Source: an optimization exercise on an open RTL-to-GDS flow (aim: small area). Production flows keep margins and buffers that such runs may drop.
Function was checked by simulation only, so behaviour that the tests miss may differ from the original.
Power is estimated from default activity; no workload was simulated.

==> flow/design.v <==
module uart_top
#(
    parameter sysclk = 50000000,
    parameter low_baudrate = 4800
)
(
    input  wire       clk,
    input  wire       rst,
    input  wire [2:0] sel,
    input  wire [7:0] tx_data_in,
    input  wire       tx_start,
    output reg        tx_out,
    output wire       tx_done,
    input  wire       rx_in,
    output wire       rx_done,
    output reg        flag,
    output reg  [7:0] rx_data_out
);
    localparam integer BASE = sysclk / low_baudrate;
    localparam integer W    = 14;              
    localparam [W-1:0] TB   = BASE;
    localparam [W-1:0] HB   = BASE >> 1;
    localparam [3:0] S_PAR = 4'd0, S_STOP = 4'd1, S_DONE = 4'd2,
                     S_IDLE = 4'd3, S_START = 4'd7, S_D0 = 4'd8;
    function [W-1:0] inc;
        input [W-1:0] c;
        input [W-1:0] s;
        integer i;
        reg cy;
        begin
            cy = 1'b0;
            for (i = 0; i < W; i = i + 1) begin
                cy = s[i] | cy;
                inc[i] = c[i] ^ cy;
                cy = cy & c[i];
            end
        end
    endfunction
    reg [W-1:0] step, hi;
    integer k;
    always @* begin
        for (k = 0; k < W; k = k + 1) begin
            step[k] = (sel == k);
            hi[k]   = (k >= sel);
        end
    end
    wire [W-1:0] tm = TB & hi;         
    wire [W-1:0] hm = HB & hi;         
    reg  [W-1:0] b;
    wire         tick = &(b | ~tm);
    always @(posedge clk)
        if (rst)       b <= 0;
        else if (tick) b <= step;
        else           b <= inc(b, step);
    reg  [3:0] ts;
    reg  [7:0] td;
    wire t_ready = (ts[3:1] == 3'b001);            
    assign tx_done = (ts == S_DONE);
    always @(posedge clk)
        if (t_ready) td <= tx_data_in;
    wire tpar = ^td;
    always @(posedge clk or posedge rst)
        if (rst) begin
            ts <= S_IDLE; tx_out <= 1'b1;
        end else begin
            if (ts[3])             tx_out <= td[ts[2:0]];
            else if (ts == S_PAR)  tx_out <= tpar;
            else                   tx_out <= (ts != S_START);
            if (t_ready)   ts <= tx_start ? S_START : S_IDLE;
            else if (tick) ts <= ts + 4'd1;
        end
    reg  [3:0]   rs;
    reg  [W-1:0] rc;
    reg  [7:0]   rd;
    wire r_ready = (rs[3:1] == 3'b001);            
    wire r_start = (rs == S_START);
    wire hitt    = &(rc | ~tm);
    wire hith    = &(rc | ~hm);
    assign rx_done = (rs == S_DONE);
    always @(posedge clk)
        if (r_ready || (r_start ? hith : hitt)) rc <= 0;
        else                                    rc <= inc(rc, step);
    always @(posedge clk)
        if (hitt && rs[3]) rd <= {rx_in, rd[7:1]};
    wire rpar = ^rd;
    always @(posedge clk or posedge rst)
        if (rst) begin
            rs <= S_IDLE; flag <= 1'b0; rx_data_out <= 8'd0;
        end else begin
            if (r_ready)
                rs <= rx_in ? S_IDLE : S_START;
            else if (r_start) begin
                if (hith) rs <= rx_in ? S_IDLE : S_D0;
            end else if (hitt) begin
                rs <= rs + 4'd1;
                if (rs == S_PAR)  flag <= rx_in ^ rpar;
                if (rs == S_STOP) rx_data_out <= rd;
            end
        end
endmodule
export LEC_CHECK = 0
export CAP_MARGIN = 20
export CORE_MARGIN = 2
export CORE_UTILIZATION = 40
export CTS_BUF_LIST = sky130_fd_sc_hd__clkbuf_4
export CTS_CLUSTER_SIZE = 20
export SLEW_MARGIN = 20
create_clock -name core_clock -period 20.0 [get_ports {clk}]
standard.sh (not shown) runs the stock make flow with config.mk's settings and CLKGATE_MAP_FILE= SYNTH_SCRIPT=/design/flow/synth_recipe.tcl, a recipe that flattens the netlist after the stock synthesis.
==> flow/flow/run.sh <==
#!/bin/bash
# Own flow: the standard flow, except that
#  - the standard synthesis's combinational logic is mapped again by ABC for
#    area (flow/remap.tcl); the flip-flops are kept as they are (same
#    instances, names and cells);
#  - the port buffers that global placement inserts are buf_1.
# Each tool's output goes to a log file of its own in the work folder.
set -euo pipefail
W=$(pwd)
R=$W/orfs/results/$FLOW_PLATFORM/uart_top/base
LIB=$FLOW_HOME/platforms/$FLOW_PLATFORM/lib/sky130_fd_sc_hd__tt_025C_1v80.lib
YOSYS=$FLOW_HOME/../tools/install/yosys/bin/yosys
[ -x "$YOSYS" ] || YOSYS=yosys

bash standard.sh synth > "$W/1_standard_synth.log" 2>&1
cp "$R/1_2_yosys.v" "$W/1_standard_yosys.v"

REMAP_LIB=$LIB REMAP_IN=$W/1_standard_yosys.v REMAP_TOP=$FLOW_TOP \
REMAP_OUT=$W/1_remap.v REMAP_STAT=$W/1_remap_stat.txt \
  "$YOSYS" -c "$W/flow/remap.tcl" > "$W/1_remap.log" 2>&1

cp "$W/1_remap.v" "$R/1_2_yosys.v"
rm -f "$R/1_synth.odb" "$R/1_synth.sdc"
bash standard.sh synth > "$W/1_remap_synth_odb.log" 2>&1

bash standard.sh BUFFER_PORTS_ARGS="-buffer_cell sky130_fd_sc_hd__buf_1" CTS_ARGS="-buf_list sky130_fd_sc_hd__clkbuf_4 -root_buf sky130_fd_sc_hd__clkbuf_4 -sink_clustering_enable -sink_clustering_size 30 -sink_clustering_max_diameter 200 -dont_use_dummy_load -repair_clock_nets" finish > "$W/2_finish.log" 2>&1
Other scripts of this flow, unchanged in this note and not shown: flow/flow/remap.tcl
==> next run, changes <==
--- a/flow/design.v
+++ b/flow/design.v
@@ -44,30 +44,31 @@
             hi[k]   = (k >= sel);
         end
     end
     wire [W-1:0] tm = TB & hi;         
     wire [W-1:0] hm = HB & hi;         
     reg  [W-1:0] b;
-    wire         tick = &(b | ~tm);
+    wire [W-1:0] bn   = inc(b, step);
+    wire         tick = ~|b;
     always @(posedge clk)
-        if (rst)       b <= 0;
-        else if (tick) b <= step;
-        else           b <= inc(b, step);
+        if (rst || &(bn | ~tm)) b <= 0;
+        else                    b <= bn;
     reg  [3:0] ts;
     reg  [7:0] td;
     wire t_ready = (ts[3:1] == 3'b001);            
     assign tx_done = (ts == S_DONE);
+    wire t_bit = td[ts[2:0]];
     always @(posedge clk)
         if (t_ready) td <= tx_data_in;
-    wire tpar = ^td;
+        else if (tick && ts[3] && ts[2:0] != 3'd0) td[0] <= td[0] ^ t_bit;
     always @(posedge clk or posedge rst)
         if (rst) begin
             ts <= S_IDLE; tx_out <= 1'b1;
         end else begin
-            if (ts[3])             tx_out <= td[ts[2:0]];
-            else if (ts == S_PAR)  tx_out <= tpar;
+            if (ts[3])             tx_out <= t_bit;
+            else if (ts == S_PAR)  tx_out <= td[0];
             else                   tx_out <= (ts != S_START);
             if (t_ready)   ts <= tx_start ? S_START : S_IDLE;
             else if (tick) ts <= ts + 4'd1;
         end
     reg  [3:0]   rs;
     reg  [W-1:0] rc;
@@ -79,22 +80,25 @@
     assign rx_done = (rs == S_DONE);
     always @(posedge clk)
         if (r_ready || (r_start ? hith : hitt)) rc <= 0;
         else                                    rc <= inc(rc, step);
     always @(posedge clk)
         if (hitt && rs[3]) rd <= {rx_in, rd[7:1]};
-    wire rpar = ^rd;
+    reg rp;                                        
+    always @(posedge clk)
+        if (r_ready)            rp <= 1'b0;
+        else if (hitt && rs[3]) rp <= rp ^ rx_in;
     always @(posedge clk or posedge rst)
         if (rst) begin
             rs <= S_IDLE; flag <= 1'b0; rx_data_out <= 8'd0;
         end else begin
             if (r_ready)
                 rs <= rx_in ? S_IDLE : S_START;
             else if (r_start) begin
                 if (hith) rs <= rx_in ? S_IDLE : S_D0;
             end else if (hitt) begin
                 rs <= rs + 4'd1;
-                if (rs == S_PAR)  flag <= rx_in ^ rpar;
+                if (rs == S_PAR)  flag <= rx_in ^ rp;
                 if (rs == S_STOP) rx_data_out <= rd;
             end
         end
 endmodule
Combinational power went up by 45%.
Clock power went down by about 2%.
Clock-buffer cell count is unchanged.
Synthesized area went down by 3.3%.
Worst hold slack is worse by 29 ps.

[what the ideal ports hide]
No port has a modelled driver above. Below, the same layouts with a new extraction and two added sets of constraints.
Step 1 assumes that a clkbuf_16 drives the clock port and a buf_2 every other input.
Step 2, shift: input delay + t, output delay - t, t = (earliest + latest rising clock arrival at the registers) / 2. This alone moves slack from input paths to output paths.
a / b / c = ideal / step 1 / step 2; a / b = the first two.
| run | shift t [ns] | setup WS [ns] | worst slew at a driven data input, ns | cell pins on the clock port's net |
|---|---|---|---|---|
| the first run | 0.417 | 13.081 / 13.085 / 12.668 | 0.03 | 1 |
| the second run | 0.418 | 12.349 / 12.354 / 11.936 | 0.03 | 1 |
After both steps every run listed still meets setup and hold.
